From an optimization exercise on the open Yosys and OpenROAD flow, aimed at small area; shortcuts taken in it are not production practice. Where RTL was checked, it was by simulation tests only, not by an equivalence proof against the original. The RTL of runs 2 to 4 was laid out without a check of its function. No activity file was given, so power comes from the tool's default toggle rates.

<file path="config.mk">
export PLATFORM = sky130hd
export DESIGN_NAME = UART_Top_Module
export DESIGN_NICKNAME = UART_Top_Module
export VERILOG_FILES = /design/flow/design.v
export SDC_FILE = /design/flow/constraint.sdc
export NUM_CORES = 4
export LEC_CHECK = 0
export CAP_MARGIN = 20
export CORE_MARGIN = 2
export CORE_UTILIZATION = 40
export SLEW_MARGIN = 20
</file>
<file path="constraint.sdc">
create_clock -name core_clock -period 5.0 [get_ports {clk}]
set_input_delay 1.0000 -clock core_clock [delete_from_list [all_inputs] [get_ports {clk}]]
set_output_delay 1.0000 -clock core_clock [all_outputs]
set_load 0.01 [all_outputs]
</file>
<file path="design.v">
`timescale 1ns / 1ps
module fifo
(
 input we,  
 input re,
 input clk,
 input rst,
 input [7:0] data_in,
 output full,
 output reg [7:0] data_o,
 output  empty
);
integer i;
reg [4:0] pr,pw;
reg [7:0] mem [31:0];
assign empty = (pw == pr);
assign full  = ((pw + 5'd1) == pr);
 always@(posedge clk )
begin
 if(!rst)
  begin
   pr<=5'd1;
   pw<=5'd1;
   for(i=0;i<=31;i=i+1)
    begin
      mem[i]<=8'b0;
    end
  end
else
begin
  if(re&&!empty)
   begin
     data_o<=mem[pr];
     pr<=pr+5'd1;
   end
  if(we&&!full )
   begin
     mem[pw]<=data_in;
     pw<=pw+5'd1;
   end
end
end
endmodule
`timescale 1ns / 1ps
module UART_User_interface(
input [7:0]data_in,
input [2:0]addr,
input wr_en,
input rd_en,
input rst,
input clk,
input fifo_full,
output reg [7:0]AXI_data_out,
output reg [7:0]data_fifo,
output reg fifo_wr_en,
output     [7:0]reg_array0,
output     [7:0]reg_array1,
output     [7:0]reg_array3,
output     [7:0]reg_array4
    );
 reg [7:0] mem [0:7];
assign reg_array0=mem[0];    
assign reg_array1=mem[1];    
assign reg_array3=mem[3];    
assign reg_array4=mem[4];    
always @ (posedge clk) begin
 if (!rst) begin
   mem[0] <= 8'b0;
   mem[1] <= 8'b0;
   mem[2] <= 8'b0;
   mem[3] <= 8'b0;
   mem[4] <= 8'b0;
   mem[5] <= 8'b0;
   mem[6] <= 8'b0;
   mem[7] <= 8'b0;
   AXI_data_out <= 8'b0;
   data_fifo <= 8'b0;
   fifo_wr_en <= 1'b0;
    end
 else begin
   if (wr_en) 
      begin
       mem[addr] <= data_in;
       AXI_data_out <= 0;
         if (addr== 3'b000&& !fifo_full && reg_array3[7] == 0)
         begin                              
            fifo_wr_en <= 1'b1;             
            data_fifo <= data_in;
            mem[5] <= 8'b11111101;
         end 
         else 
         begin
            mem[5]<= 8'b11111111;
            fifo_wr_en <= 1'b0;
            data_fifo <= 8'b0;
         end  
   end	  
   else if (rd_en) begin
	       AXI_data_out <= mem[addr];
	       fifo_wr_en <= 1'b0;
   end
   else begin
	      AXI_data_out <= 0;
	      fifo_wr_en <= 1'b0;
	      mem[5]<= 8'b11111111;
   end	 
 end
end
endmodule
`timescale 1ns / 1ps
module c_div
(
input control,               
input clk_cpu,               
input rst,
input [7:0] tx,              
input [7:0] rate,            
output reg baud_clock,       
output reg baud_tick         
);
reg [15:0] value_rate;
reg  [22:0] int_counter;
reg generate_clk;
always @( posedge clk_cpu)
begin
	if (!rst)
		begin
         value_rate <=16'b0;
		 int_counter <= 0;
	     baud_clock <=1;
         generate_clk <= 0;
         baud_tick <= 0;
		end
    else if (control) begin
         value_rate <= {rate,tx};
         generate_clk <= 1;
         baud_tick <= 0;
    end
    else if (generate_clk) begin
	      if (int_counter == ((value_rate/2)))   
		     begin
		      int_counter <= 0;
		      baud_clock <= ~baud_clock;
		      baud_tick <= ~baud_clock;
		      end
	      else begin
		      int_counter <= int_counter + 1;
		      baud_tick <= 0;
	      end
          end
    else begin
             value_rate <= 16'b0;
		     int_counter <= 0;
	         baud_clock <=1;
	         baud_tick <= 0;
         end
end
endmodule
`timescale 1ns / 1ps
module Process(
    input LCR0,                            
    input LCR1,
    input LCR2,                            
    input LCR3,                            
    input LCR4,                           
    input LCR5,
    input [7:0] data_in,  
    input fifo_empty,                      
    input clk,
    input reset,
    input tx_ready,                       
    output reg  fifo_read,                
    output reg [8:0] data_out,  
    output reg  [3:0] data_length,
    output reg [1:0] num_stop_bit,     
    output reg data_out_active         
    );
 reg  [3:0] data_in_length ;
 reg [7:0] data;
 reg [2:0] state;
 reg [2:0] next_state;
 reg parity;
 parameter  IDLE = 1'b0;
 parameter  data_processing = 1'b1;
always @(posedge clk)
begin
  if (reset==0)  state<= IDLE;
  else           state<= next_state;
end
always @*
 begin
   data_out_active =  0;
   data_out =0;
   num_stop_bit =0;
   data_length =0;
   fifo_read = 0;
   data = 0;
   data_in_length = 0;
   parity = 0;
   next_state = IDLE;
   case (state)
   IDLE:
     begin
    if ( fifo_empty == 0 && tx_ready)   
       begin                            
      fifo_read = 1;                     
     next_state = data_processing ;
       end
 end
data_processing:
    begin
    data_out_active=1;
 case({LCR0,LCR1})               
      2'b00:   begin data_in_length =5; data = {3'b000, data_in[4:0]}; end
      2'b01:   begin data_in_length =6; data = {2'b00,  data_in[5:0]}; end
      2'b10:   begin data_in_length =7; data = {1'b0,   data_in[6:0]}; end
      default: begin data_in_length =8; data = data_in;               end
 endcase
 parity = (^data) ^ LCR5;
     if (LCR3==1)
 begin
      data_length = data_in_length + 4'd1 ;
      data_out = {1'b0,data} | ({8'b0,parity} << data_in_length) ;
     end
 else
      begin
      data_length =  data_in_length;
      data_out = {1'b0,data};
      end
 case (LCR2)                             
 1'b0:    num_stop_bit=2'b01;    
 default: begin
        case({LCR0,LCR1})
        2'b00:   num_stop_bit=2'b10 ;     
        default: num_stop_bit= 2'b11 ;    
        endcase
     end
endcase
    if(!tx_ready)
       next_state=  IDLE;
    else
       next_state=  data_processing ;
    end
 default: begin
    next_state = IDLE;
 end
endcase
 end
endmodule
`timescale 1ns / 1ps
module transmitter(
    input [8:0] data_in,           
    input [1:0] num_stop_bit,
    input reset,
    input [3:0] data_length,            
    input MCR1,                   
    input clk,                   
    input baud_tick,             
    input data_valid ,            
    input n_CTS ,
    output reg  serial_data_out,
    output reg  n_RTS,                       
    output reg  tx_done,          
    output tx_ready              
    );
  reg  [9:0] data;
  reg [13:0] clk_counter;
  reg [3:0] length;
  reg [3:0] bit_counter;  
  reg start_transmit;
  reg tx;
  assign tx_ready = !tx_done;
always @(posedge clk)
 begin
   if (!reset) begin
        data <= 0;
        length <= 0;
        clk_counter <=0;
        bit_counter <= 0;
        n_RTS <= 1;
        tx_done <=0;
        serial_data_out <= 1;
        tx <=1;
       end
   else if (!baud_tick) begin
   end
   else if (data_valid && MCR1 && tx && !n_CTS) begin
         data <= {data_in[8:0],1'b0};      
         length <= data_length;
         bit_counter <= 0;
         tx_done <= 0;
         n_RTS <= 1;    
         tx <=0;
   end 
  else if ( MCR1 && !tx)begin
    n_RTS <= 0;   
    if (bit_counter <= length) begin
       if (clk_counter == 15) begin              
          clk_counter <=  0;                     
          bit_counter <= bit_counter + 1;
          serial_data_out <= data[0];
          data <= {1'b0,data[9:1]};
          end
       else  begin
          serial_data_out <= data[0];
          clk_counter <= clk_counter +1;
        end      
     end
    else begin
     n_RTS <= 0;
        case (num_stop_bit)
      2'b01: begin
           if (clk_counter == 15)begin             
             clk_counter <=  0;
             tx_done <= 1;
             tx<=1;       
             serial_data_out <= 1;
              end
           else  begin
             serial_data_out <=1;
             clk_counter <= clk_counter +1;            
           end
       end
      2'b10:begin                         
           if (clk_counter == 23)begin            
             clk_counter <=  0;
             tx_done <= 1;
             tx<=1;     
             serial_data_out <=1;
              end
           else  begin
             clk_counter <= clk_counter +1;
              serial_data_out <=1;              
              end         
       end
    2'b11:begin
           if (clk_counter == 31)begin             
             clk_counter <=  0;
             tx_done <= 1;
             tx<=1;      
             serial_data_out <=1;
              end
           else  begin
             clk_counter <= clk_counter +1;
             serial_data_out <=1;             
              end         
      end
    default begin
           if (clk_counter == 15)begin             
             clk_counter <=  0;
             tx_done <= 1;
             tx<=1;         
             serial_data_out <=1;
              end
           else  begin
             clk_counter <= clk_counter +1; 
             serial_data_out <=1;            
              end       
     end
     endcase
    end    
 end
 else begin
       data <= 0;
       length <= 0;
       clk_counter <=0;
       bit_counter <= 0;
       n_RTS <= 1;
       tx_done <=0;
       serial_data_out <= 1;
       tx <= 1;
 end 
end
endmodule
`timescale 1ns / 1ps
module UART_Top_Module(
input clk,                      
input rst,                      
input [7:0] data_in,            
input wr_en,rd_en,              
input [2:0] address,            
output  [7:0]data_o,            
output  serial_data_out,        
output  n_RTS,                  
output  tx_done,                
input   n_CTS                 
);
wire b1;
wire [7:0]b2;
wire b3;
wire [7:0]ar0;
wire [7:0]ar1;
wire [7:0]ar3;
wire [7:0]ar4;
wire e1, e2;
wire [8:0]e3;
wire [1:0]e4;
wire [3:0]e5;
wire e6;
wire c1, c3;
wire [7:0]c2;
wire  d1, d2;
assign tx_done = e6;
 UART_User_interface UI1 ( .clk(clk), .rst(rst),
  .wr_en(wr_en), .rd_en(rd_en), .data_in(data_in)
  , .addr(address), .fifo_full(b1),
  .data_fifo(b2), .fifo_wr_en(b3), .AXI_data_out(data_o),
  .reg_array0(ar0), .reg_array1(ar1), .reg_array3(ar3)
  , .reg_array4(ar4)
  );
  fifo F1( .clk(clk), .rst(rst),
  .we(b3), .data_in(b2), .re(c1),
  .full(b1), .data_o(c2), .empty(c3));
  c_div CD1( .rst(rst),
  .clk_cpu(clk), .tx(ar0), .rate(ar1), .control(ar3[7]),
  .baud_clock(d1), .baud_tick(d2));
  Process pr(
  .clk(clk), 
  .reset(rst),
  .data_in(c2), 
  .fifo_empty(c3), 
  .tx_ready(e1),
  .LCR0(ar3[0]), 
  .LCR1(ar3[1]),
  .LCR2(ar3[2]),
  .LCR3(ar3[3]),
  .LCR4(ar3[4]),
  .LCR5(ar3[5]),
  .fifo_read(c1), 
  .data_out_active(e2),
  .data_out(e3), 
  .num_stop_bit(e4),
  .data_length(e5));
  transmitter TX(  .reset(rst),
  .data_valid(e2), .data_in(e3), .num_stop_bit(e4), .data_length(e5), .MCR1(ar4[1]), .clk(clk), .baud_tick(d2),
  .serial_data_out(serial_data_out), .n_RTS(n_RTS), .tx_done(e6),.tx_ready(e1),.n_CTS(n_CTS));
 endmodule
</file>
<file path="run.sh">
#!/bin/bash
# synth_recipe.tcl (not shown) runs the flow's synth.tcl, then flattens the netlist and writes it again
# the make line also repeats each setting of config.mk as NAME=value (left out here)
make -C /OpenROAD-flow-scripts/flow DESIGN_CONFIG=/design/flow/config.mk WORK_HOME=/design/flow/orfs CLKGATE_MAP_FILE= SYNTH_SCRIPT=/design/flow/synth_recipe.tcl finish
</file>
==> impl_summary.log, run 1 <==
[metrics] result of the run: complete, no violations
[metrics] Die X: 225 µm
[metrics] maximum number of pins on one net before global-route repair: 69
[metrics] library cell appearing most often on the critical path: buf_4
[metrics] FFs w/ async S/R, synth: 0%
[metrics] TritonCTS clock tree: done
[metrics] biggest fanout along the worst timing path: 17
[metrics] Critical Path Start Type: register
[metrics] setup slack, reg-to-reg: 1.48 ns
[metrics] cell class contributing the biggest share of worst-path delay: simple AND/OR/NAND/NOR gates
[metrics] post-synthesis to final-layout area growth: 13.2%
[metrics] number of setup buffers added after CTS: 0
[metrics] effective utilization at floorplan: 40.7%
[metrics] share of the synthesized area in the top cell type: 50.6%
[metrics] Via Count: 12100
[metrics] number of rows in the core area: 80
[metrics] quantity of gates resized following cts: 0
[metrics] number of enable-type register cells in the synthesized netlist: 328
[metrics] Die Footprint: 50400 µm²
[metrics] final setup violation count: 0
[metrics] cell at the slowest stage of the critical path: nand4_1
[metrics] top cells by count, synth: nor2_1, edfxtp_1, nand2_1
[metrics] antenna-violating nets left: 0
[metrics] peak clock frequency supported by timing: 284 MHz
[metrics] WP buf/inv: 2
[metrics] worst endpoint data arrival time: 3.79 ns
[metrics] critical path cell sequence: xor2_1 -> nor2_1 -> o311ai_4 -> nand4_1 -> buf_4 -> o21ai_0 -> buf_4
[metrics] clock tree root driver cell: clkbuf_16
[metrics] startpoint-to-endpoint class of the critical path: reg2reg
[metrics] H-tree depth: 2
[metrics] number of global-route vias before repair: 12200
[metrics] delay contributed by the slowest stage of the critical path: 0.73 ns
[metrics] Crit path required time: 5.28 ns
[metrics] non-filler cells, final: 2219
[metrics] Detailed Route Iter0 Violations: 1089
[metrics] synthesized area divided by synthesized cell count: 12.6 µm²
[metrics] dominant synthesized flop cell: edfxtp_1
[metrics] most common cell in the synthesized netlist: nor2_1
[metrics] number of vias per cell: 5.47
[metrics] post-layout min period: 3.52 ns
[metrics] Synth cell types: 59
[metrics] slew at the pin closest to its max-slew limit: 1.10 ns
[metrics] power density over the cells: 397 nW/µm²
[metrics] max-slew headroom at the worst pin: 26.1%
[metrics] wire length of the first global-routing pass: 72.3 mm
[metrics] final hold violations: 0
[metrics] detailed-route wire length: 46.2 mm
[metrics] minimum hold slack: 0.442 ns
[metrics] Synth area leader: edfxtp_1
[metrics] weighted congestion reported at the end of routability-driven placement: 0.791
[metrics] biggest area contributors in the synthesized netlist: edfxtp_1, mux4_2, dfxtp_1
[metrics] register clock-pin slew on the reported worst setup and hold paths: 0.06 ns
[metrics] Synth Warn #: 5
[metrics] fin nets: 1597
[metrics] initial antenna violation count: 0
[metrics] All-Layer GR Usage: 18.8%
[metrics] sequential-to-total area share from yosys stat: 61.4%
[metrics] first-pass iteration count of the detailed router: 6
[metrics] core region area: 47800 µm²
[metrics] class of the tightest hold or removal check: reg2reg
[metrics] cts bufs inserted: 47
[metrics] total power: 8.73 mW
[metrics] clk buf depth: 3
[metrics] final critical-path share of the clock period: 70.3%
[metrics] area of the mapped netlist: 19500 µm²
[metrics] chip height: 225 µm
[metrics] post-detailed-route wirelength per cell: 20.8 µm
[metrics] Synth Net Count: 1574
[metrics] Setup crit end kind: register
[metrics] Seq cells post-synth: 433
[metrics] setup repair after global routing missed its margin: false
[metrics] antenna diode count: 0
[metrics] max-cap viol count: 0
[metrics] buffers added on ports: 26
[metrics] Post-Route Skew: 0.0311 ns
[metrics] Pins Over Slew Limit: 0
[metrics] Mapped Cells: 1542
[metrics] setup total negative slack: 0 ns
[metrics] placed wire-length estimate: 30.0 mm
[metrics] share of final-layout standard cells stronger than drive strength 1: 15.1%
[metrics] worst-skew pair later-pin latency: 0.58 ns
[metrics] Cells after DPL: 2130
[metrics] IO Count: 27
[metrics] count of hold-fix buffers inserted at cts: 0
[metrics] total congestion overflow: 0
[metrics] worst IR drop on VDD: 0.268 mV
[metrics] count of unresolved DRC violations after routing: 0
[metrics] clock sinks: 433
[metrics] leakage: 7.23 nW
-- cell type report --
class / instances / area [µm²]
sequential: 433 / 12000
clock buffer: 53 / 1250
clock inverter: 35 / 337
inverter: 17 / 63.8
timing repair buffer: 78 / 656
multi-input combinational: 988 / 6990
tap: 615 / 769
fill: 4286 / 25800
-- flip-flops by register name (all words and copies together), names as in the netlist, 4 cells and up --
signal / count
F1.mem: 256
UI1.mem: 64
CD1.int_counter: 23
CD1.value_rate: 15
TX.clk_counter: 14
TX.data: 10
F1.data_o: 8
UI1.AXI_data_out: 8
UI1.data_fifo: 8
F1.pr: 5
F1.pw: 5
TX.bit_counter: 4
TX.length: 4
-- metrics by stage --
| step | setup WS (ns) | area, µm² | util [%] |
|---|---|---|---|
| 5_1_grt | 1.22 | 22000 | 46.0 |
| 6_report | 1.48 | 22000 | 46.0 |
| 4_1_cts | 1.48 | 22000 | 46.0 |
| 3_5_place_dp | 1.38 | 20400 | 42.7 |
| 2_1_floorplan | 2.02 | 19500 | - |
| 3_3_place_gp | 1.49 | 20400 | 42.7 |
-- path summary, 6_finish.rpt --
kind | start | endpoint | cells after the start
max | F1.pw[2] | F1.mem[30][0] | 7
min | CD1.baud_clock | CD1.baud_tick | 1
max reg2reg | F1.pw[2] | F1.mem[30][0] | 7
min reg2reg | CD1.baud_clock | CD1.baud_tick | 1
-- kinds of logic after synthesis --
| kind of cell | count (synthesis) | share of synthesized area (%) |
|---|---|---|
| flops | 433 | 61.4 |
| compound gates | 134 | 4.47 |
| simple gates | 649 | 14.9 |
| mux | 115 | 12.1 |
| buf+inv | 121 | 2.70 |
| fa+ha+maj | 16 | 1.03 |
| xor+xnor | 74 | 3.40 |
-- worst reg2reg max path: cells and delay by family, from the launching register on --
family / cells / cell delay, ns
buffers and inverters: 2 / 0.71
flip-flops: 1 / 0.62
AO/OA/AOI/OAI: 2 / 0.82
XOR/XNOR: 1 / 0.25
AND/OR/NAND/NOR: 2 / 0.83
-- where the power goes --
part           switching, mW  internal, mW  total (mW)
combinational          0.578         0.512        1.09
clock                   1.44          2.11        3.55
sequential            0.0778          4.02        4.10
-- per-layer routing --
layer	GRT usage (%)	share of wire, %	up-vias
met5	0	0	-
met3	3.34	6.4	82
met2	30.5	48	393
met4	7.03	3.4	0
li1	-	-	5635
met1	25.3	42	6031
-- placed cells by master, fill, tap and decap left out, types with 25 or more instances in the layout --
cell type	instances
xor2_1	32
nor2_1	360
dfxtp_1	103
and2_1	61
nand2_1	109
buf_4	50
clkbuf_16	48
mux4_2	96
clkdlybuf4s50_1	25
o21ai_0	44
edfxtp_1	328
xnor2_1	41
==> inputs of run 2 (changes only) <==
==> design.v (replaced) <==
`timescale 1ns / 1ps
module UART_Top_Module(
input clk,
input rst,
input [7:0] data_in,
input wr_en, rd_en,
input [2:0] address,
output [7:0] data_o,
output serial_data_out,
output n_RTS,
output tx_done,
input n_CTS
);
reg [7:0] r0, r1, r2, r3, r4, r6, r7;
reg m5z, m5b;               
reg rv;                     
reg [2:0] ra;               
wire full, fifo_read;
wire push = wr_en && address == 3'd0 && !full && !r3[7];
wire [7:0] r5 = {{6{m5z}}, m5b, m5z};
always @(posedge clk) begin
  if (!rst) begin
    r0 <= 0; r1 <= 0; r2 <= 0; r3 <= 0; r4 <= 0; r6 <= 0; r7 <= 0;
    m5z <= 0; m5b <= 0; rv <= 0;
  end else begin
    if (wr_en) begin
      case (address)
        3'd0: r0 <= data_in;
        3'd1: r1 <= data_in;
        3'd2: r2 <= data_in;
        3'd3: r3 <= data_in;
        3'd4: r4 <= data_in;
        3'd6: r6 <= data_in;
        3'd7: r7 <= data_in;
        default: ;
      endcase
      m5z <= 1; m5b <= !push;
    end else if (!rd_en) begin
      m5z <= 1; m5b <= 1;
    end
    rv <= rd_en && !wr_en;
  end
end
always @(posedge clk)
  ra <= address;
reg [7:0] rdata;
always @* begin
  case (ra)
    3'd0: rdata = r0;
    3'd1: rdata = r1;
    3'd2: rdata = r2;
    3'd3: rdata = r3;
    3'd4: rdata = r4;
    3'd5: rdata = r5;
    3'd6: rdata = r6;
    default: rdata = r7;
  endcase
end
assign data_o = rv ? rdata : 8'd0;
reg [7:0] slot [0:31];
reg [4:0] nc;
reg pend;
reg st;                     
wire tx_ready;
wire empty = (nc == {4'd0, pend});
assign full = !pend && nc == 5'd31;
assign fifo_read = !st && !empty && tx_ready;
wire acc = push && (nc != 5'd31 || fifo_read);
always @(posedge clk) begin
  if (!rst) begin
    nc <= 0; pend <= 0; st <= 0;
  end else begin
    nc <= nc + {4'd0, acc} - {4'd0, fifo_read};
    pend <= acc;
    st <= tx_ready && (st || !empty);
  end
end
integer i;
always @(posedge clk)
  if (acc) begin
    slot[0] <= data_in;
    for (i = 1; i < 32; i = i + 1) slot[i] <= slot[i-1];
  end
wire [7:0] c2 = slot[nc];
reg [14:0] vr;              
reg [22:0] ic;
reg bclk, btick, gen;
always @(posedge clk) begin
  if (!rst) begin
    ic <= 0; bclk <= 1; btick <= 0; gen <= 0;
  end else if (r3[7]) begin
    gen <= 1; btick <= 0;
  end else if (gen) begin
    if (ic == {8'd0, vr}) begin
      ic <= 0; bclk <= ~bclk; btick <= ~bclk;
    end else begin
      ic <= ic + 23'd1; btick <= 0;
    end
  end
end
always @(posedge clk)
  if (r3[7]) vr <= {r1, r0[7:1]};
reg tx;                     
reg S;                      
reg [13:0] K;               
reg [1:0] L;                
reg P;                      
reg par;                    
reg sdo, nrts;
assign tx_done = tx & S;
assign tx_ready = !tx_done;
assign serial_data_out = sdo;
assign n_RTS = nrts;
wire [3:0] b = K[7:4];
wire [3:0] lend = 4'd5 + {2'd0, L};
wire [3:0] len = lend + {3'd0, P};
wire [7:0] c2r = {c2[6:0], c2[7]};
wire dbit = c2r[b[2:0]];
wire fb = (b == 4'd0) ? 1'b0 : (b <= lend) ? dbit : par;
wire [4:0] T = !r3[2] ? 5'd15 : (r3[1:0] == 2'b00) ? 5'd23 : 5'd31;
wire kend = S ? (K == {9'd0, T}) : (K[3:0] == 4'hf && b == len);
wire load = st && r4[1] && tx && !n_CTS;
wire run = r4[1] && !tx;
always @(posedge clk) begin
  if (!rst) begin
    tx <= 1; S <= 0; K <= 0; sdo <= 1; nrts <= 1;
  end else if (btick) begin
    if (load) begin
      tx <= 0; S <= 0; nrts <= 1;
    end else if (run) begin
      nrts <= 0;
      sdo <= S ? 1'b1 : fb;
      if (kend) begin
        K <= 0;
        if (S) tx <= 1;
        S <= 1;
      end else
        K <= K + 14'd1;
    end else begin
      tx <= 1; S <= 0; K <= 0; sdo <= 1; nrts <= 1;
    end
  end
end
always @(posedge clk) begin
  if (btick && load) begin
    L <= {r3[0], r3[1]}; P <= r3[3]; par <= r3[5];
  end else if (btick && run && !S && K[3:0] == 4'hf && b != 4'd0 && b <= lend)
    par <= par ^ dbit;
end
endmodule
--- a/config.mk
+++ b/config.mk
@@ -7,5 +7,7 @@
 export LEC_CHECK = 0
 export CAP_MARGIN = 20
 export CORE_MARGIN = 2
-export CORE_UTILIZATION = 40
+export CORE_UTILIZATION = 60
+export CTS_BUF_LIST = sky130_fd_sc_hd__clkbuf_8
+export CTS_CLUSTER_SIZE = 30
 export SLEW_MARGIN = 20
==> impl_summary.log, run 2 <==
[metrics] post-detailed-route wirelength per cell: 23.7 µm
[metrics] Detailed Route Iter0 Violations: 1439
[metrics] All-Layer GR Usage: 29.3%
[metrics] synthesized area divided by synthesized cell count: 12.5 µm²
[metrics] post-layout min period: 3.97 ns
[metrics] max-cap viol count: 0
[metrics] final setup violation count: 0
[metrics] total congestion overflow: 0
[metrics] Crit path required time: 4.00 ns
[metrics] TritonCTS clock tree: done
[metrics] Seq cells post-synth: 388
[metrics] worst path setup slack after routing: 1.03 ns
[metrics] fin nets: 1380
[metrics] Post-Route Skew: 0.0229 ns
[metrics] core region area: 26200 µm²
[metrics] final hold violations: 0
[metrics] count of hold-fix buffers inserted at cts: 0
[metrics] Critical Path Start Type: register
[metrics] result of the run: complete, no violations
[metrics] detailed-route wire length: 41.0 mm
[metrics] quantity of gates resized following cts: 0
[metrics] dominant synthesized flop cell: edfxtp_1
[metrics] clk buf depth: 3
[metrics] post-synthesis to final-layout area growth: 11.5%
[metrics] Synth cell types: 76
[metrics] Synth area leader: edfxtp_1
[metrics] worst endpoint data arrival time: 2.97 ns
[metrics] share of final-layout standard cells stronger than drive strength 1: 11.8%
[metrics] Synth Net Count: 1325
[metrics] weighted congestion reported at the end of routability-driven placement: 0.884
[metrics] count of unresolved DRC violations after routing: 0
[metrics] most common cell after layout, fill and taps aside: edfxtp_1
[metrics] FFs w/ async S/R, synth: 0%
[metrics] critical path cell sequence: nor2_1 -> a211oi_1 -> a31oi_1 -> o221a_2 -> clkdlybuf4s50_1
[metrics] slew at the pin closest to its max-slew limit: 1.03 ns
[metrics] most common cell in the synthesized netlist: edfxtp_1
[metrics] max reg flops: 256
[metrics] H-tree depth: 2
[metrics] delay contributed by the slowest stage of the critical path: 0.93 ns
[metrics] sequential-to-total area share from yosys stat: 65.4%
[metrics] number of cells traversed by the worst register-to-register path: 11
[metrics] clock tree root driver cell: clkbuf_8
[metrics] number of setup buffers added after CTS: 0
[metrics] area of the mapped netlist: 16100 µm²
[metrics] leakage: 6.02 nW
[metrics] clock sinks: 388
[metrics] biggest fanout along the worst timing path: 25
[metrics] minimum hold slack: 0.441 ns
[metrics] initial antenna violation count: 1
[metrics] share of the synthesized area in the top cell type: 51.3%
[metrics] effective utilization at floorplan: 61.4%
[metrics] placed wire-length estimate: 27.1 mm
[metrics] setup repair after global routing missed its margin: false
[metrics] Top Registers: slot: 256 flops, ic: 23 flops, vr: 15 flops
[metrics] Mapped Cells: 1291
[metrics] number of global-route vias before repair: 10600
[metrics] biggest area contributors in the synthesized netlist: edfxtp_1, dfxtp_1, nand2_1
[metrics] worst IR drop on VDD: 0.284 mV
[metrics] number of rows in the core area: 59
[metrics] power density over the cells: 432 nW/µm²
[metrics] buffers added on ports: 26
[metrics] peak clock frequency supported by timing: 252 MHz
[metrics] top cells by count, synth: edfxtp_1, nand2_1, dfxtp_1
[metrics] Pins Over Slew Limit: 0
[metrics] final-layout fill cell count: 1910
[metrics] Hold Path Depth: 0
[metrics] Setup WS pre-CTS: 0.818 ns
[metrics] Die Footprint: 28100 µm²
[metrics] IO Count: 27
[metrics] startpoint-to-endpoint class of the critical path: reg2out
[metrics] register clock-pin slew on the reported worst setup and hold paths: 0.06 ns
[metrics] antenna diode count: 0
[metrics] chip height: 168 µm
[metrics] first-pass iteration count of the detailed router: 6
[metrics] worst-skew pair later-pin latency: 0.60 ns
[metrics] number of vias per cell: 6.38
[metrics] class of the tightest hold or removal check: reg2reg
[metrics] Largest Register: slot
[metrics] max-slew headroom at the worst pin: 31.1%
[metrics] Synth Warn #: 2
[metrics] commonest cells after routing, fill and taps aside: edfxtp_1, nand2_1, dfxtp_1
[metrics] final critical-path share of the clock period: 79.3%
[metrics] number of enable-type register cells in the synthesized netlist: 275
[metrics] cell at the slowest stage of the critical path: dfxtp_1
[metrics] Via Count: 11000
[metrics] cts bufs inserted: 60
[metrics] wire length of the first global-routing pass: 62.7 mm
[metrics] maximum number of pins on one net before global-route repair: 52
[metrics] Die X: 168 µm
[metrics] antenna-violating nets left: 0
[metrics] Setup crit end kind: primary output
## run 2: final timing paths
kind	to	startpoint	slack (ns)
setup / recovery	data_o[1]	ra[2]	1.03
hold / removal	slot[27][7]	slot[26][7]	0.44
setup reg to reg	par	nc[2]	1.15
hold reg to reg	slot[27][7]	slot[26][7]	0.44
## run 2: metal layers
layer / track usage [%] / share of wire, % / vias up / routed length [µm]
li1: - / - / 4988 / -
met1: 45.1 / 45 / 5382 / 18500
met2: 41.4 / 43 / 594 / 17500
met3: 6.52 / 9.6 / 82 / 3950
met4: 9.53 / 2.6 / 0 / 1060
met5: 0 / 0 / - / 0
## run 2: power by group
part           switching (mW)  total, mW  internal [mW]
clock network            1.22       2.42           1.20
logic                    1.07       1.67          0.604
registers               0.160       3.65           3.49
## run 2: stage by stage
stage,util (%),setup TNS [ns],total power [mW],std cells,area (µm²)
finish,68.5,0,7.74,1730,17900
global route,68.5,0,8.03,1730,17900
CTS,68.5,0,7.73,1730,17900
detailed placement,64.3,0,5.33,1619,16800
global placement,64.3,0,5.31,1619,16800
floorplan,-,-207.18,4.78,1291,16200
## run 2: cell families after synthesis
kind of cell	after synthesis	share of synthesized area [%]
compound gates	262	11.4
mux	46	3.32
xor+xnor	58	3.16
fa+ha+maj	18	1.49
buf+inv	88	2.43
simple gates	431	12.8
flops	388	65.4
## run 2: final cells by class
cell class                 count  area (µm²)  share of cell area [%]
multi-input combinational    815        5240                    29.2
clock inverter                46         200                    1.12
clock buffer                  65         895                    4.99
timing repair buffer          63         588                    3.28
tap                          335         419                    2.34
inverter                      18        71.3                   0.398
sequential                   388       10500                    58.7
## run 2: worst max-delay path: cells and delay by family (launching register included)
family	cells	cell delay, ns
compound gates	3	0.82
simple gates	1	0.16
buf+inv	1	0.47
flops	1	0.93
==> inputs of run 3 (changes only) <==
--- a/config.mk
+++ b/config.mk
@@ -8,6 +8,5 @@
 export CAP_MARGIN = 20
 export CORE_MARGIN = 2
 export CORE_UTILIZATION = 60
-export CTS_BUF_LIST = sky130_fd_sc_hd__clkbuf_8
-export CTS_CLUSTER_SIZE = 30
+export CTS_BUF_LIST = sky130_fd_sc_hd__clkbuf_4
 export SLEW_MARGIN = 20
==> impl_summary.log, run 3 <==
[metrics] Die X: 168 µm
[metrics] Critical Path Start Type: register
[metrics] setup slack, reg-to-reg: 1.17 ns
[metrics] worst-skew pair later-pin latency: 0.72 ns
[metrics] synthesized area divided by synthesized cell count: 12.5 µm²
[metrics] TritonCTS clock tree: done
[metrics] commonest cells after routing, fill and taps aside: edfxtp_1, clkbuf_4, nand2_1
[metrics] Synth area leader: edfxtp_1
[metrics] clk buf depth: 3
[metrics] sequential-to-total area share from yosys stat: 65.4%
[metrics] core region area: 26200 µm²
[metrics] setup repair after global routing missed its margin: false
[metrics] most common cell after layout, fill and taps aside: edfxtp_1
[metrics] number of enable-type register cells in the synthesized netlist: 275
[metrics] Setup crit end kind: primary output
[metrics] combinational share of power: 20.5%
[metrics] slew at the pin closest to its max-slew limit: 1.04 ns
[metrics] startpoint-to-endpoint class of the critical path: reg2out
[metrics] peak clock frequency supported by timing: 247 MHz
[metrics] FFs w/ async S/R, synth: 0%
[metrics] antenna-violating nets left: 0
[metrics] All-Layer GR Usage: 29.8%
[metrics] share of final-layout standard cells stronger than drive strength 1: 17.7%
[metrics] detailed-route wire length: 41.6 mm
[metrics] Sw Ratio: 30.4%
[metrics] startpoint of the lowest-slack hold path: slot[19][5]
[metrics] leakage: 6.20 nW
[metrics] maximum number of pins on one net before global-route repair: 52
[metrics] number of cells traversed by the worst register-to-register path: 11
[metrics] final critical-path share of the clock period: 81.0%
[metrics] buffers added on ports: 26
[metrics] cts bufs inserted: 98
[metrics] Crit path required time: 4.00 ns
[metrics] delay contributed by the slowest stage of the critical path: 0.95 ns
[metrics] Pins Over Slew Limit: 0
[metrics] reg-to-reg startpoint: nc[2]
[metrics] Largest Register: slot
[metrics] Via Count: 11400
[metrics] register clock-pin slew on the reported worst setup and hold paths: 0.07 ns
[metrics] number of setup buffers added after CTS: 0
[metrics] critical path cell sequence: nor2_1 -> a211oi_1 -> a31oi_1 -> o221a_2 -> clkdlybuf4s50_1
[metrics] number of vias per cell: 6.31
[metrics] Post-Route Skew: 0.0378 ns
[metrics] cell class contributing the biggest share of worst-path delay: flip-flops
[metrics] wire length of the first global-routing pass: 63.6 mm
[metrics] first-pass iteration count of the detailed router: 5
[metrics] post-synthesis to final-layout area growth: 13.2%
[metrics] worst IR drop on VDD: 0.303 mV
[metrics] final setup violation count: 0
[metrics] fin nets: 1418
[metrics] power share of the clock group: 34.9%
[metrics] weighted congestion reported at the end of routability-driven placement: 0.884
[metrics] area of the mapped netlist: 16100 µm²
[metrics] post-detailed-route wirelength per cell: 23.2 µm
[metrics] post-layout min period: 4.05 ns
[metrics] most common cell in the synthesized netlist: edfxtp_1
[metrics] non-filler cells, final: 1798
[metrics] Cells after DPL: 1619
[metrics] initial antenna violation count: 2
[metrics] worst endpoint data arrival time: 3.05 ns
[metrics] Seq cells post-synth: 388
[metrics] Synth Net Count: 1325
[metrics] net switching power figure: 2.49 mW
[metrics] Die Footprint: 28100 µm²
[metrics] IO Count: 27
[metrics] class of the tightest hold or removal check: reg2reg
[metrics] top cells by count, synth: edfxtp_1, nand2_1, dfxtp_1
[metrics] count of hold-fix buffers inserted at cts: 0
[metrics] final cell utilization of the core: 69.5%
[metrics] number of rows in the core area: 59
[metrics] Hold Path Depth: 0
[metrics] dominant synthesized flop cell: edfxtp_1
[metrics] share of the synthesized area in the top cell type: 51.3%
[metrics] H-tree depth: 3
[metrics] cell at the slowest stage of the critical path: dfxtp_1
[metrics] Synth cell types: 76
[metrics] biggest fanout along the worst timing path: 25
[metrics] Top Registers: slot: 256 flops, ic: 23 flops, vr: 15 flops
[metrics] final hold violations: 0
[metrics] minimum hold slack: 0.441 ns
[metrics] Synth Warn #: 2
[metrics] destination of the worst register-to-register timing path: par
[metrics] max reg flops: 256
[metrics] Mapped Cells: 1291
[metrics] number of global-route vias before repair: 11000
[metrics] chip height: 168 µm
[metrics] Detailed Route Iter0 Violations: 1474
[metrics] quantity of gates resized following cts: 0
[metrics] internal power: 5.70 mW
[metrics] max-cap viol count: 0
[metrics] power density over the cells: 450 nW/µm²
[metrics] Setup WS pre-CTS: 0.818 ns
[metrics] max-slew headroom at the worst pin: 30.7%
[metrics] result of the run: complete, no violations
[metrics] biggest area contributors in the synthesized netlist: edfxtp_1, dfxtp_1, nand2_1
[metrics] clock sinks: 388
[metrics] worst path setup slack after routing: 0.950 ns
[metrics] part of the total power dissipated in sequential elements: 44.6%
[metrics] endpoint of the worst hold-timing path: slot[20][5]
[metrics] effective utilization at floorplan: 61.4%
[metrics] count of unresolved DRC violations after routing: 0
[metrics] clock tree root driver cell: clkbuf_4
[metrics] WP buf/inv: 1
[metrics] placed wire-length estimate: 27.1 mm
[metrics] total congestion overflow: 0
==> run 3: cell counts after synthesis <==
Identical to the previous run, type by type.
==> run 3: area by class of cell <==
type | count | area (µm²)
antenna | 3 | 7.51
clock buffer | 168 | 1260
clock inverter | 8 | 96.3
fill | 1938 | 8000
inverter | 18 | 71.3
multi-input combinational | 815 | 5240
sequential | 388 | 10500
tap | 335 | 419
timing repair buffer | 63 | 588
==> run 3: worst max path at each step <==
stage          depth (start not counted)          to  startpoint  slack, ns
2_1_floorplan                          6  slot[0][0]  address[0]      -0.81
3_3_place_gp                          13       nc[4]  address[1]       0.90
3_5_place_dp                          13       nc[4]       wr_en       0.82
4_1_cts                                5   data_o[1]       ra[2]       0.97
5_1_grt                                5   data_o[1]       ra[2]       0.74
6_report                               5   data_o[1]       ra[2]       0.95
==> run 3: kinds of logic (layout without fill, tap and decap cells) <==
| logic type | Yosys count | after routing | synth area share, % |
|---|---|---|---|
| and+or+nand+nor | 431 | 431 | 12.8 |
| xor gates and xnor gates | 58 | 58 | 3.16 |
| AOI/OAI and AO/OA | 262 | 262 | 11.4 |
| adders and majority gates | 18 | 18 | 1.49 |
| other | 0 | 3 | 0 |
| DFF | 388 | 388 | 65.4 |
| muxes | 46 | 46 | 3.32 |
| buffers and inverters | 88 | 257 | 2.43 |
==> run 3: metrics by stage <==
step | TNS (ns) | instance area [µm²] | power, mW
after detailed placement | 0 | 16800 | 5.33
after CTS | 0 | 18200 | 8.19
after global routing | 0 | 18200 | 8.51
after global placement | 0 | 16800 | 5.31
after floorplan | -207.18 | 16200 | 4.78
final | 0 | 18200 | 8.19
==> run 3: power groups by stage <==
| stage | logic, mW | registers [mW] | clock network [mW] |
|---|---|---|---|
| 5_1_grt | 1.77 | 3.66 | 3.08 |
| 2_1_floorplan | 1.18 | 3.60 | 0 |
| 6_report | 1.68 | 3.65 | 2.86 |
| 3_5_place_dp | 1.62 | 3.72 | 0 |
| 4_1_cts | 1.62 | 3.65 | 2.92 |
| 3_3_place_gp | 1.60 | 3.71 | 0 |
==> run 3: layer usage <==
| layer | track usage (%) | wire length, µm | share of wire, % | up-vias |
|---|---|---|---|---|
| met1 | 44.2 | 18300 | 44 | 5497 |
| met3 | 8.39 | 4290 | 10 | 95 |
| met5 | 0 | 0 | 0 | - |
| met2 | 42.5 | 17900 | 43 | 624 |
| li1 | - | - | - | 5136 |
| met4 | 10.3 | 1140 | 2.7 | 0 |
==> inputs of run 4 (changes only) <==
--- a/design.v
+++ b/design.v
@@ -58,30 +58,37 @@
 end
 assign data_o = rv ? rdata : 8'd0;
 reg [7:0] slot [0:31];
-reg [4:0] nc;
-reg pend;
+reg [4:0] n;
+reg sh, shn;                
+reg [7:0] dfifo;            
 reg st;                     
+reg [2:0] ph;
 wire tx_ready;
-wire empty = (nc == {4'd0, pend});
-assign full = !pend && nc == 5'd31;
+wire empty = (n == 5'd0);
+assign full = (n == 5'd31);
 assign fifo_read = !st && !empty && tx_ready;
-wire acc = push && (nc != 5'd31 || fifo_read);
+wire acc = push && !(n == 5'd30 && sh && !fifo_read);
 always @(posedge clk) begin
   if (!rst) begin
-    nc <= 0; pend <= 0; st <= 0;
+    n <= 0; sh <= 0; shn <= 1; st <= 0; ph <= 0;
   end else begin
-    nc <= nc + {4'd0, acc} - {4'd0, fifo_read};
-    pend <= acc;
+    n <= n + {4'd0, sh} - {4'd0, fifo_read};
+    sh <= acc;
+    shn <= !acc;
     st <= tx_ready && (st || !empty);
+    ph <= ph + 3'd1;
   end
 end
+always @(posedge clk)
+  dfifo <= data_in;
+wire [15:0] din2 = {dfifo, dfifo} >> (ph + 3'd1);
+wire [7:0] din_rot = din2[7:0] ^ {8{ph[0]}};
 integer i;
-always @(posedge clk)
-  if (acc) begin
-    slot[0] <= data_in;
-    for (i = 1; i < 32; i = i + 1) slot[i] <= slot[i-1];
-  end
-wire [7:0] c2 = slot[nc];
+always @(posedge clk) begin
+  slot[0] <= ~((din_rot | {8{shn}}) & ({slot[0][0], slot[0][7:1]} | {8{sh}}));
+  for (i = 1; i < 32; i = i + 1)
+    slot[i] <= ~(({slot[i-1][0], slot[i-1][7:1]} | {8{shn}}) & ({slot[i][0], slot[i][7:1]} | {8{sh}}));
+end
 reg [14:0] vr;              
 reg [22:0] ic;
 reg bclk, btick, gen;
@@ -106,6 +113,7 @@
 reg [1:0] L;                
 reg P;                      
 reg par;                    
+reg nxt;                    
 reg sdo, nrts;
 assign tx_done = tx & S;
 assign tx_ready = !tx_done;
@@ -114,9 +122,8 @@
 wire [3:0] b = K[7:4];
 wire [3:0] lend = 4'd5 + {2'd0, L};
 wire [3:0] len = lend + {3'd0, P};
-wire [7:0] c2r = {c2[6:0], c2[7]};
-wire dbit = c2r[b[2:0]];
-wire fb = (b == 4'd0) ? 1'b0 : (b <= lend) ? dbit : par;
+wire fb = (b == 4'd0) ? 1'b0 : (b <= lend) ? nxt : par;
+wire first = (K[3:0] == 4'd0);
 wire [4:0] T = !r3[2] ? 5'd15 : (r3[1:0] == 2'b00) ? 5'd23 : 5'd31;
 wire kend = S ? (K == {9'd0, T}) : (K[3:0] == 4'hf && b == len);
 wire load = st && r4[1] && tx && !n_CTS;
@@ -129,7 +136,8 @@
       tx <= 0; S <= 0; nrts <= 1;
     end else if (run) begin
       nrts <= 0;
-      sdo <= S ? 1'b1 : fb;
+      if (S) sdo <= 1'b1;
+      else if (first) sdo <= fb;
       if (kend) begin
         K <= 0;
         if (S) tx <= 1;
@@ -145,6 +153,9 @@
   if (btick && load) begin
     L <= {r3[0], r3[1]}; P <= r3[3]; par <= r3[5];
   end else if (btick && run && !S && K[3:0] == 4'hf && b != 4'd0 && b <= lend)
-    par <= par ^ dbit;
+    par <= par ^ sdo;
 end
+always @(posedge clk)
+  if (!tx && !S && !first && ph == b[2:0])
+    nxt <= slot[n][0] ^ ph[0];
 endmodule
--- a/config.mk
+++ b/config.mk
@@ -8,5 +8,7 @@
 export CAP_MARGIN = 20
 export CORE_MARGIN = 2
 export CORE_UTILIZATION = 60
-export CTS_BUF_LIST = sky130_fd_sc_hd__clkbuf_4
+export CTS_BUF_LIST = sky130_fd_sc_hd__clkbuf_16
+export CTS_CLUSTER_DIAMETER = 100
+export CTS_CLUSTER_SIZE = 30
 export SLEW_MARGIN = 20
==> impl_summary.log, run 4 <==
[metrics] result of the run: complete, no violations
[metrics] reg-to-reg startpoint: sh
[metrics] Hold Path Depth: 1
[metrics] clock tree root driver cell: clkbuf_16
[metrics] number of enable-type register cells in the synthesized netlist: 20
[metrics] multi-input logic area: 5420 µm²
[metrics] FFs w/ async S/R, synth: 0%
[metrics] setup total negative slack: 0 ns
[metrics] placed wire-length estimate: 18.4 mm
[metrics] final-layout fill cell count: 1963
[metrics] startpoint of the lowest-slack hold path: slot[31][4]
[metrics] Synth area leader: dfxtp_1
[metrics] worst-skew pair later-pin latency: 0.52 ns
[metrics] setup repair after global routing missed its margin: false
[metrics] Die Footprint: 24700 µm²
[metrics] number of rows in the core area: 56
[metrics] Top Registers: slot: 256 flops, ic: 23 flops, vr: 15 flops
[metrics] Setup WS pre-CTS: 1.56 ns
[metrics] final setup violation count: 0
[metrics] Crit path required time: 4.00 ns
[metrics] first-pass iteration count of the detailed router: 5
[metrics] leakage: 5.35 nW
[metrics] TritonCTS clock tree: done
[metrics] share of the synthesized area in the top cell type: 54.1%
[metrics] worst path setup slack after routing: 0.994 ns
[metrics] slew at the pin closest to its max-slew limit: 1.12 ns
[metrics] most common cell in the synthesized netlist: dfxtp_1
[metrics] IO Count: 27
[metrics] fin nets: 1381
[metrics] launching instance or port of the critical path: ra[1]
[metrics] All-Layer GR Usage: 22.5%
[metrics] metal1 wirelength: 13.6 mm
[metrics] commonest cells after routing, fill and taps aside: dfxtp_1, o22ai_1, nand2_1
[metrics] Routed met2 length: 13.2 mm
[metrics] Pins Over Slew Limit: 0
[metrics] count of hold-fix buffers inserted at cts: 0
[metrics] quantity of gates resized following cts: 0
[metrics] Detailed Route Iter0 Violations: 696
[metrics] Via Count: 9677
[metrics] max-slew headroom at the worst pin: 25.7%
[metrics] Synth Warn #: 2
[metrics] post-layout min period: 4.01 ns
[metrics] max-cap viol count: 0
[metrics] sequential standard cell area: 8240 µm²
[metrics] number of global-route vias before repair: 8882
[metrics] initial antenna violation count: 0
[metrics] antenna-violating nets left: 0
[metrics] total congestion overflow: 0
[metrics] Post-Route Skew: 0.00864 ns
[metrics] share of final-layout standard cells stronger than drive strength 1: 4.30%
[metrics] area of the mapped netlist: 14100 µm²
[metrics] buffers added on ports: 26
[metrics] highest metal layer with signal wires: met4
[metrics] dominant synthesized flop cell: dfxtp_1
[metrics] core region area: 23300 µm²
[metrics] Mapped Cells: 1385
[metrics] wire length on met3: 752 µm
[metrics] post-detailed-route wirelength per cell: 16.8 µm
[metrics] post-synthesis to final-layout area growth: 6.09%
[metrics] max reg flops: 256
[metrics] final critical-path share of the clock period: 80.1%
[metrics] endpoint of the worst hold-timing path: slot[31][3]
[metrics] detailed-route wire length: 28.1 mm
[metrics] number of vias per cell: 5.80
[metrics] H-tree depth: 1
[metrics] Largest Register: slot
[metrics] power density over the cells: 461 nW/µm²
[metrics] most common cell after layout, fill and taps aside: dfxtp_1
[metrics] antenna diode count: 0
[metrics] setup slack, reg-to-reg: 2.28 ns
[metrics] worst IR drop on VDD: 0.271 mV
[metrics] Die X: 157 µm
[metrics] Critical Path Start Type: register
[metrics] weighted congestion reported at the end of routability-driven placement: 0.870
[metrics] total power: 6.90 mW
[metrics] cts bufs inserted: 17
[metrics] sequential-to-total area share from yosys stat: 58.4%
[metrics] startpoint-to-endpoint class of the critical path: reg2out
[metrics] Setup crit end kind: primary output
[metrics] count of unresolved DRC violations after routing: 0
[metrics] top cells by count, synth: dfxtp_1, o22ai_1, nand2_1
[metrics] clock sinks: 401
[metrics] peak clock frequency supported by timing: 250 MHz
[metrics] effective utilization at floorplan: 60.6%
[metrics] number of cells traversed by the worst register-to-register path: 11
[metrics] Seq cells post-synth: 401
[metrics] biggest area contributors in the synthesized netlist: dfxtp_1, o22ai_1, edfxtp_1
[metrics] maximum number of pins on one net before global-route repair: 257
[metrics] biggest fanout along the worst timing path: 26
[metrics] clk buf depth: 3
[metrics] Synth Net Count: 1421
[metrics] register clock-pin slew on the reported worst setup and hold paths: 0.10 ns
[metrics] chip height: 157 µm
[metrics] wire length of the first global-routing pass: 45.1 mm
[metrics] synthesized area divided by synthesized cell count: 10.2 µm²
[metrics] destination of the worst register-to-register timing path: n[4]
[metrics] final hold violations: 0
[metrics] number of setup buffers added after CTS: 0
[metrics] Synth cell types: 51
[metrics] class of the tightest hold or removal check: reg2reg
[metrics] worst endpoint data arrival time: 3.01 ns
run 4: cell count changes after synthesis, moves of 11 or more:
cell,delta
dfxtp_1,+268
edfxtp_1,-255
o22ai_1,+247
clkbuf_1,+36
a22oi_1,-31
nand2_1,-30
a32oi_1,-26
xnor2_1,+21
mux2_2,-14
buf_2,-13
nand3_1,-12
nor2_1,+11
run 4: worst max path at each step:
stage	to	slack [ns]
after global routing	data_o[4]	0.84
after CTS	data_o[4]	1.02
after detailed placement	data_o[4]	1.56
final	data_o[4]	0.99
after floorplan	data_o[6]	2.35
after global placement	data_o[4]	1.62
run 4: where the power goes:
part,switching [mW],internal (mW),total (mW)
sequential,0.427,3.89,4.31
combinational,0.456,0.535,0.991
clock,0.954,0.637,1.59
total,1.84,5.06,6.90
run 4: cell families (layout without fill, tap and decap cells):
family | Yosys count | in the layout | synth area share, %
xor+xnor | 73 | 73 | 4.54
flops | 401 | 401 | 58.4
compound gates | 390 | 390 | 17.0
mux | 45 | 45 | 4.13
buf+inv | 117 | 82 | 3.16
simple gates | 339 | 339 | 10.9
fa+ha+maj | 20 | 20 | 1.88
run 4: layout make-up:
type                            count  share of cell area [%]
Multi-Input combinational cell    867                    36.2
Timing Repair Buffer               34                    2.23
Sequential cell                   401                    55.1
Tap cell                          319                    2.67
Clock buffer                       17                    2.85
Inverter                           24                   0.603
Clock inverter                      7                   0.326
run 4: critical path, cell delays in order, from the launching register on:
cell and delay, ns:
dfxtp_1 0.95, mux2_2 0.41, a221oi_1 0.29, a21oi_1 0.10
o221a_2 0.28, clkdlybuf4s50_1 0.47
run 4: per-layer routing:
| metal | up-vias | global-route usage, % |
|---|---|---|
| li1 | 4930 | - |
| met1 | 4614 | 32.3 |
| met2 | 101 | 37.0 |
| met3 | 32 | 2.40 |
| met4 | 0 | 4.59 |
| met5 | - | 0 |
run 4: through the flow:
step,area (µm²),instances,hold WS [ns],util [%]
floorplan,14100,1385,0.399,-
global placement,14500,1645,0.406,62.2
detailed placement,14500,1645,0.407,62.2
CTS,14900,1669,0.422,64.3
global route,14900,1669,0.431,64.3
finish,14900,1669,0.420,64.3
==> inputs of run 5 (changes only) <==
--- a/design.v
+++ b/design.v
@@ -18,22 +18,22 @@
 wire full, fifo_read;
 wire push = wr_en && address == 3'd0 && !full && !r3[7];
 wire [7:0] r5 = {{6{m5z}}, m5b, m5z};
+wire [7:0] wdata = data_in & {8{rst}};
+wire wr = wr_en || !rst;
+always @(posedge clk) begin
+  if (wr && (address == 3'd0 || !rst)) r0 <= wdata;
+  if (wr && (address == 3'd1 || !rst)) r1 <= wdata;
+  if (wr && (address == 3'd2 || !rst)) r2 <= wdata;
+  if (wr && (address == 3'd3 || !rst)) r3 <= wdata;
+  if (wr && (address == 3'd4 || !rst)) r4 <= wdata;
+  if (wr && (address == 3'd6 || !rst)) r6 <= wdata;
+  if (wr && (address == 3'd7 || !rst)) r7 <= wdata;
+end
 always @(posedge clk) begin
   if (!rst) begin
-    r0 <= 0; r1 <= 0; r2 <= 0; r3 <= 0; r4 <= 0; r6 <= 0; r7 <= 0;
     m5z <= 0; m5b <= 0; rv <= 0;
   end else begin
     if (wr_en) begin
-      case (address)
-        3'd0: r0 <= data_in;
-        3'd1: r1 <= data_in;
-        3'd2: r2 <= data_in;
-        3'd3: r3 <= data_in;
-        3'd4: r4 <= data_in;
-        3'd6: r6 <= data_in;
-        3'd7: r7 <= data_in;
-        default: ;
-      endcase
       m5z <= 1; m5b <= !push;
     end else if (!rd_en) begin
       m5z <= 1; m5b <= 1;
==> impl_summary.log, run 5 <==
[metrics] worst endpoint data arrival time: 3.02 ns
[metrics] synthesized area divided by synthesized cell count: 11.5 µm²
[metrics] Die X: 157 µm
[metrics] total congestion overflow: 0
[metrics] power density over the cells: 461 nW/µm²
[metrics] startpoint-to-endpoint class of the critical path: reg2out
[metrics] count of unresolved DRC violations after routing: 0
[metrics] leakage: 5.35 nW
[metrics] chip height: 157 µm
[metrics] Synth Net Count: 1260
[metrics] setup repair after global routing missed its margin: false
[metrics] post-detailed-route wirelength per cell: 18.0 µm
[metrics] sequential-to-total area share from yosys stat: 62.6%
[metrics] reg-to-reg startpoint: n[2]
[metrics] detailed-route wire length: 27.1 mm
[metrics] number of enable-type register cells in the synthesized netlist: 76
[metrics] setup total negative slack: 0 ns
[metrics] Largest Register: slot
[metrics] Crit path required time: 4.00 ns
[metrics] worst-skew pair later-pin latency: 0.52 ns
[metrics] Pins Over Slew Limit: 0
[metrics] Top Registers: slot: 256 flops, ic: 23 flops, vr: 15 flops
[metrics] non-filler cells, final: 1502
[metrics] fin nets: 1220
[metrics] final hold violations: 0
[metrics] dominant synthesized flop cell: dfxtp_1
[metrics] class of the tightest hold or removal check: reg2reg
[metrics] placed inst area: 14300 µm²
[metrics] number of vias per cell: 5.96
[metrics] Cells after DPL: 1478
[metrics] post-route design area: 14800 µm²
[metrics] Mapped Cells: 1224
[metrics] post-synthesis to final-layout area growth: 5.63%
[metrics] max-cap viol count: 0
[metrics] most common cell in the synthesized netlist: dfxtp_1
[metrics] effective utilization at floorplan: 61.6%
[metrics] final critical-path share of the clock period: 80.5%
[metrics] wire length of the first global-routing pass: 43.4 mm
[metrics] All-Layer GR Usage: 22.1%
[metrics] clock tree root driver cell: clkbuf_16
[metrics] Die Footprint: 24600 µm²
[metrics] post-layout min period: 4.02 ns
[metrics] Setup crit end kind: primary output
[metrics] worst IR drop on VDD: 0.394 mV
[metrics] biggest area contributors in the synthesized netlist: dfxtp_1, edfxtp_1, o22ai_1
[metrics] commonest cells after routing, fill and taps aside: dfxtp_1, o22ai_1, edfxtp_1
[metrics] most common cell after layout, fill and taps aside: dfxtp_1
[metrics] number of global-route vias before repair: 8396
[metrics] share of the synthesized area in the top cell type: 46.4%
[metrics] core region area: 22800 µm²
[metrics] maximum number of pins on one net before global-route repair: 169
[metrics] destination of the worst register-to-register timing path: n[4]
[metrics] Seq cells post-synth: 401
[metrics] placed wire-length estimate: 18.1 mm
[metrics] peak clock frequency supported by timing: 249 MHz
[metrics] first-pass iteration count of the detailed router: 5
[metrics] final cell utilization of the core: 65.1%
[metrics] Post-Route Skew: 0.0203 ns
[metrics] FFs w/ async S/R, synth: 0%
[metrics] number of rows in the core area: 55
[metrics] launching instance or port of the critical path: ra[1]
[metrics] cts bufs inserted: 17
[metrics] Critical Path Start Type: register
[metrics] weighted congestion reported at the end of routability-driven placement: 0.857
[metrics] Synth area leader: dfxtp_1
[metrics] register clock-pin slew on the reported worst setup and hold paths: 0.11 ns
[metrics] count of hold-fix buffers inserted at cts: 0
[metrics] Via Count: 8951
[metrics] max reg flops: 256
[metrics] IO Count: 27
[metrics] initial antenna violation count: 0
[metrics] TritonCTS clock tree: done
[metrics] Synth Warn #: 2
[metrics] antenna-violating nets left: 0
[metrics] buffers added on ports: 26
[metrics] minimum hold slack: 0.417 ns
[metrics] max-slew headroom at the worst pin: 30.7%
[metrics] antenna diode count: 0
[metrics] H-tree depth: 1
[metrics] number of cells traversed by the worst register-to-register path: 15
[metrics] area of the mapped netlist: 14000 µm²
[metrics] CP Capture Point: data_o[5]
[metrics] final setup violation count: 0
[metrics] Synth cell types: 65
[metrics] clock sinks: 401
[metrics] biggest fanout along the worst timing path: 29
[metrics] share of final-layout standard cells stronger than drive strength 1: 5.05%
[metrics] slew at the pin closest to its max-slew limit: 1.03 ns
[metrics] quantity of gates resized following cts: 0
[metrics] setup slack, reg-to-reg: 2.41 ns
[metrics] result of the run: complete, no violations
[metrics] Detailed Route Iter0 Violations: 765
[metrics] top cells by count, synth: dfxtp_1, o22ai_1, edfxtp_1
[metrics] number of setup buffers added after CTS: 0
[metrics] clk buf depth: 3
## run 5: cell types whose count changed in the layout (fill, tap and decap cells not counted), moves of 11 or more
cell / change
and2_1: +11
mux2i_1: -17
edfxtp_1: +56
nand2_1: -86
nor2_1: -27
dfxtp_1: -56
a21oi_1: -51
## run 5: cell families (layout without fill, tap and decap cells)
family	Yosys count	in the layout	synth area share [%]
compound gates	348	348	15.7
xor+xnor	71	71	4.49
fa+ha+maj	20	20	1.89
buf+inv	117	82	3.55
flops	401	401	62.6
mux	29	29	3.09
simple gates	238	238	8.65
## run 5: stage by stage
step / setup slack (ns) / total power [mW]
global placement: 1.54 / 5.30
detailed placement: 1.55 / 5.32
global route: 0.806 / 7.18
finish: 0.977 / 6.83
floorplan: 2.46 / 5.03
CTS: 0.966 / 6.88
## run 5: how the worst min path moves through the flow
stage,start,to,slack [ns],depth (start not counted)
6_report,slot[31][6],slot[31][5],0.42,1
5_1_grt,slot[8][1],slot[9][0],0.43,1
4_1_cts,slot[31][6],slot[31][5],0.42,1
3_5_place_dp,slot[31][6],slot[31][5],0.41,1
3_3_place_gp,slot[31][5],slot[31][4],0.40,1
2_1_floorplan,slot[31][1],slot[31][0],0.40,1
## run 5: area by class of cell
cell class,count,area [µm²]
tap,313,392
timing repair buffer,32,318
clock buffer,17,425
inverter,26,97.6
sequential,401,8800
multi-input combinational,706,4740
clock inverter,7,47.5
fill,1806,7960
## run 5: layer usage
layer,global-route usage (%),vias to the layer above,wire (µm)
met4,4.33,0,357
met3,3.41,23,1160
met5,0,-,0
li1,-,4468,-
met2,33.7,131,11800
met1,33.6,4329,13700
## run 5: critical path, cell delays in order (launching register included)
cell and delay [ns]:
dfxtp_1 1.00, mux2_2 0.41, a221oi_1 0.28, a31oi_1 0.07, a21oi_1 0.18, nor2_1 0.08, clkdlybuf4s50_1 0.48
## run 5: where the power goes
group	switching [mW]	internal, mW
sequential	0.422	3.91
clock	0.938	0.638
combinational	0.416	0.503
==> inputs of run 6 (changes only) <==
==> flow/run.sh (new file) <==
#!/bin/bash
# Standard layout with two changes: the clock tree uses only clkbuf_16 cells in
# clusters of up to 30 registers and no dummy loads, and the ports are buffered
# with buf_1 cells. Every tool's output goes to orfs/logs and to standard.log.
set -euo pipefail
export CTS_ARGS="-sink_clustering_enable -repair_clock_nets -dont_use_dummy_load -buf_list sky130_fd_sc_hd__clkbuf_16 -sink_clustering_size 30 -sink_clustering_max_diameter 100"
export BUFFER_PORTS_ARGS="-buffer_cell sky130_fd_sc_hd__buf_1"
bash standard.sh > standard.log 2>&1
==> standard.sh (new file) <==
#!/bin/bash
# synth_recipe.tcl (not shown) runs the flow's synth.tcl, then flattens the netlist and writes it again
# the make line also repeats each setting of config.mk as NAME=value (left out here)
make -C /OpenROAD-flow-scripts/flow DESIGN_CONFIG=/design/flow/config.mk WORK_HOME=/design/flow/orfs CLKGATE_MAP_FILE= SYNTH_SCRIPT=/design/flow/synth_recipe.tcl "${@:-finish}"
removed: run.sh
==> impl_summary.log, run 6 <==
[metrics] final hold violations: 0
[metrics] post-layout min period: 3.65 ns
[metrics] synthesized area divided by synthesized cell count: 11.5 µm²
[metrics] number of vias per cell: 5.97
[metrics] share of final-layout standard cells stronger than drive strength 1: 5.31%
[metrics] startpoint of the lowest-slack hold path: slot[8][3]
[metrics] final-layout fill cell count: 1841
[metrics] core region area: 22800 µm²
[metrics] Crit path required time: 4.00 ns
[metrics] worst endpoint data arrival time: 2.65 ns
[metrics] number of enable-type register cells in the synthesized netlist: 76
[metrics] post-route design area: 14600 µm²
[metrics] Synth cell types: 65
[metrics] internal power: 5.02 mW
[metrics] setup total negative slack: 0 ns
[metrics] cell at the slowest stage of the critical path: dfxtp_1
[metrics] initial antenna violation count: 0
[metrics] TritonCTS clock tree: done
[metrics] part of the total power dissipated in sequential elements: 64.0%
[metrics] H-tree depth: 1
[metrics] Sw Ratio: 25.7%
[metrics] critical path cell sequence: mux2_2 -> a221oi_1 -> a31oi_1 -> a21oi_1 -> nor2_1 -> buf_1
[metrics] first-pass iteration count of the detailed router: 5
[metrics] final setup violation count: 0
[metrics] maximum number of pins on one net before global-route repair: 166
[metrics] worst IR drop on VDD: 0.355 mV
[metrics] Hold Path Depth: 1
[metrics] number of cells traversed by the worst register-to-register path: 15
[metrics] dominant synthesized flop cell: dfxtp_1
[metrics] number of setup buffers added after CTS: 0
[metrics] number of rows in the core area: 55
[metrics] WP buf/inv: 1
[metrics] Via Count: 8953
[metrics] placed wire-length estimate: 18.2 mm
[metrics] multi-input logic area: 4750 µm²
[metrics] worst-skew pair later-pin latency: 0.52 ns
[metrics] delay contributed by the slowest stage of the critical path: 1.00 ns
[metrics] combinational share of power: 13.5%
[metrics] biggest area contributors in the synthesized netlist: dfxtp_1, edfxtp_1, o22ai_1
[metrics] Top Registers: slot: 256 flops, ic: 23 flops, vr: 15 flops
[metrics] antenna-violating nets left: 0
[metrics] clock sinks: 401
[metrics] sequential standard cell area: 8800 µm²
[metrics] fin nets: 1224
[metrics] Detailed Route Iter0 Violations: 805
[metrics] effective utilization at floorplan: 61.6%
[metrics] max reg flops: 256
[metrics] Largest Register: slot
[metrics] wire length of the first global-routing pass: 43.3 mm
[metrics] register clock-pin slew on the reported worst setup and hold paths: 0.11 ns
[metrics] class of the tightest hold or removal check: reg2reg
[metrics] commonest cells after routing, fill and taps aside: dfxtp_1, o22ai_1, edfxtp_1
[metrics] FFs w/ async S/R, synth: 0%
[metrics] Mapped Cells: 1224
[metrics] leakage: 5.26 nW
[metrics] power share of the clock group: 22.5%
[metrics] post-detailed-route wirelength per cell: 18.0 µm
[metrics] Synth area leader: dfxtp_1
[metrics] Post-Route Skew: 0.0438 ns
[metrics] placed inst area: 14200 µm²
[metrics] endpoint of the worst hold-timing path: slot[8][2]
[metrics] buffers added on ports: 26
[metrics] Die X: 157 µm
[metrics] biggest fanout along the worst timing path: 29
[metrics] setup repair after global routing missed its margin: false
[metrics] clk buf depth: 3
[metrics] reg-to-reg startpoint: n[2]
[metrics] Die Footprint: 24600 µm²
[metrics] max-cap viol count: 0
[metrics] Seq cells post-synth: 401
[metrics] minimum hold slack: 0.394 ns
[metrics] share of the synthesized area in the top cell type: 46.4%
[metrics] sequential-to-total area share from yosys stat: 62.6%
[metrics] Synth Net Count: 1260
[metrics] Setup crit end kind: primary output
[metrics] peak clock frequency supported by timing: 274 MHz
[metrics] antenna diode count: 0
[metrics] All-Layer GR Usage: 22.0%
[metrics] number of global-route vias before repair: 8335
[metrics] max-slew headroom at the worst pin: 30.1%
[metrics] destination of the worst register-to-register timing path: n[4]
[metrics] net switching power figure: 1.74 mW
[metrics] top cells by count, synth: dfxtp_1, o22ai_1, edfxtp_1
[metrics] worst path setup slack after routing: 1.35 ns
[metrics] final critical-path share of the clock period: 73.0%
[metrics] most common cell after layout, fill and taps aside: dfxtp_1
[metrics] Critical Path Start Type: register
[metrics] Synth Warn #: 2
[metrics] weighted congestion reported at the end of routability-driven placement: 0.867
[metrics] clock tree root driver cell: clkbuf_16
[metrics] post-synthesis to final-layout area growth: 4.38%
[metrics] slew at the pin closest to its max-slew limit: 1.05 ns
[metrics] chip height: 157 µm
[metrics] quantity of gates resized following cts: 0
[metrics] Setup WS pre-CTS: 1.88 ns
[metrics] area of the mapped netlist: 14000 µm²
[metrics] Pins Over Slew Limit: 0
[metrics] result of the run: complete, no violations
[metrics] total power: 6.77 mW
[metrics] count of hold-fix buffers inserted at cts: 0
[metrics] cts bufs inserted: 17
[metrics] cell class contributing the biggest share of worst-path delay: flip-flops
[metrics] detailed-route wire length: 27.1 mm
[metrics] total congestion overflow: 0
[metrics] power density over the cells: 462 nW/µm²
[metrics] setup slack, reg-to-reg: 2.39 ns
[metrics] count of unresolved DRC violations after routing: 0
[metrics] IO Count: 27
[metrics] startpoint-to-endpoint class of the critical path: reg2out
[metrics] most common cell in the synthesized netlist: dfxtp_1
run 6: cell counts after synthesis:
Identical to the previous run, type by type.
run 6: how the worst max path moves through the flow:
stage          startpoint   endpoint  slack (ns)  cells past startpoint
3_3_place_gp        ra[1]  data_o[5]        1.92                      6
4_1_cts             ra[1]  data_o[5]        1.33                      6
5_1_grt             ra[1]  data_o[5]        1.14                      6
2_1_floorplan          sh       n[4]        2.46                     14
6_report            ra[1]  data_o[5]        1.35                      6
3_5_place_dp        ra[1]  data_o[5]        1.88                      6
run 6: layout make-up:
cell class / instances / share of cell area [%]
multi-input combinational: 706 / 32.4
clock buffer: 17 / 2.91
tap: 313 / 2.67
sequential: 401 / 60.1
timing repair buffer: 36 / 1.26
inverter: 26 / 0.666
run 6: cells by family (layout without fill, tap and decap cells):
logic type,count (synthesis),count (layout),synth area share [%]
compound gates,348,348,15.7
simple gates,238,238,8.65
fa+ha+maj,20,20,1.89
buf+inv,117,79,3.55
flops,401,401,62.6
xor+xnor,71,71,4.49
mux,29,29,3.09
run 6: stage by stage:
| step | cells | utilization (%) |
|---|---|---|
| finish | 1499 | 64.3 |
| CTS | 1499 | 64.3 |
| detailed placement | 1482 | 62.4 |
| floorplan | 1224 | - |
| global placement | 1482 | 62.4 |
| global route | 1499 | 64.3 |
run 6: layer usage:
| metal | global-route usage [%] | vias up | wire length, µm |
|---|---|---|---|
| met2 | 33.6 | 136 | 11800 |
| met5 | 0 | - | 0 |
| met4 | 3.76 | 0 | 296 |
| li1 | - | 4461 | - |
| met3 | 2.78 | 23 | 1040 |
| met1 | 34.1 | 4333 | 13900 |
run 6: power by group through the flow:
| stage | registers, mW | logic [mW] | clock network [mW] |
|---|---|---|---|
| after detailed placement | 4.41 | 0.911 | 0 |
| after global placement | 4.40 | 0.891 | 0 |
| after global routing | 4.41 | 1.03 | 1.68 |
| after floorplan | 4.22 | 0.804 | 0 |
| final | 4.33 | 0.914 | 1.52 |
| after CTS | 4.33 | 0.918 | 1.56 |

-- what the ideal ports hide --
In the flow no input, the clock included, has a driving cell. The finished layouts below were timed again as built, in two steps. Step 1, drivers: a clkbuf_16 drives clk and a buf_2 each remaining input, both assumed. Step 2 moves the port delays by t, midway between the first and last clock arrival at a register: inputs arrive t later, outputs are due t later. That takes back most of the time a late clock gives input paths. Slacks: ideal ports / drivers / drivers and shift; pairs: ideal ports / drivers.
run | t, ns | setup slack, ns | latest minus earliest clock arrival (ns)
run 1 | 0.622 | 1.484 / 1.484 / 1.391 | 0.033 / 0.032
run 2 | 0.639 | 1.034 / 0.984 / 0.779 | 0.023 / 0.023
run 3 | 0.746 | 0.950 / 0.904 / 0.724 | 0.038 / 0.038
run 4 | 0.561 | 0.994 / 0.946 / 1.507 | 0.010 / 0.011
run 5 | 0.559 | 0.977 / 0.928 / 1.487 | 0.020 / 0.020
run 6 | 0.542 | 1.352 / 1.303 / 1.845 | 0.045 / 0.045
After both steps setup and hold are still met in every run listed. For run 2, which loses most, drivers alone change the setup slack by -0.050 ns; drivers and shift together by -0.255 ns.
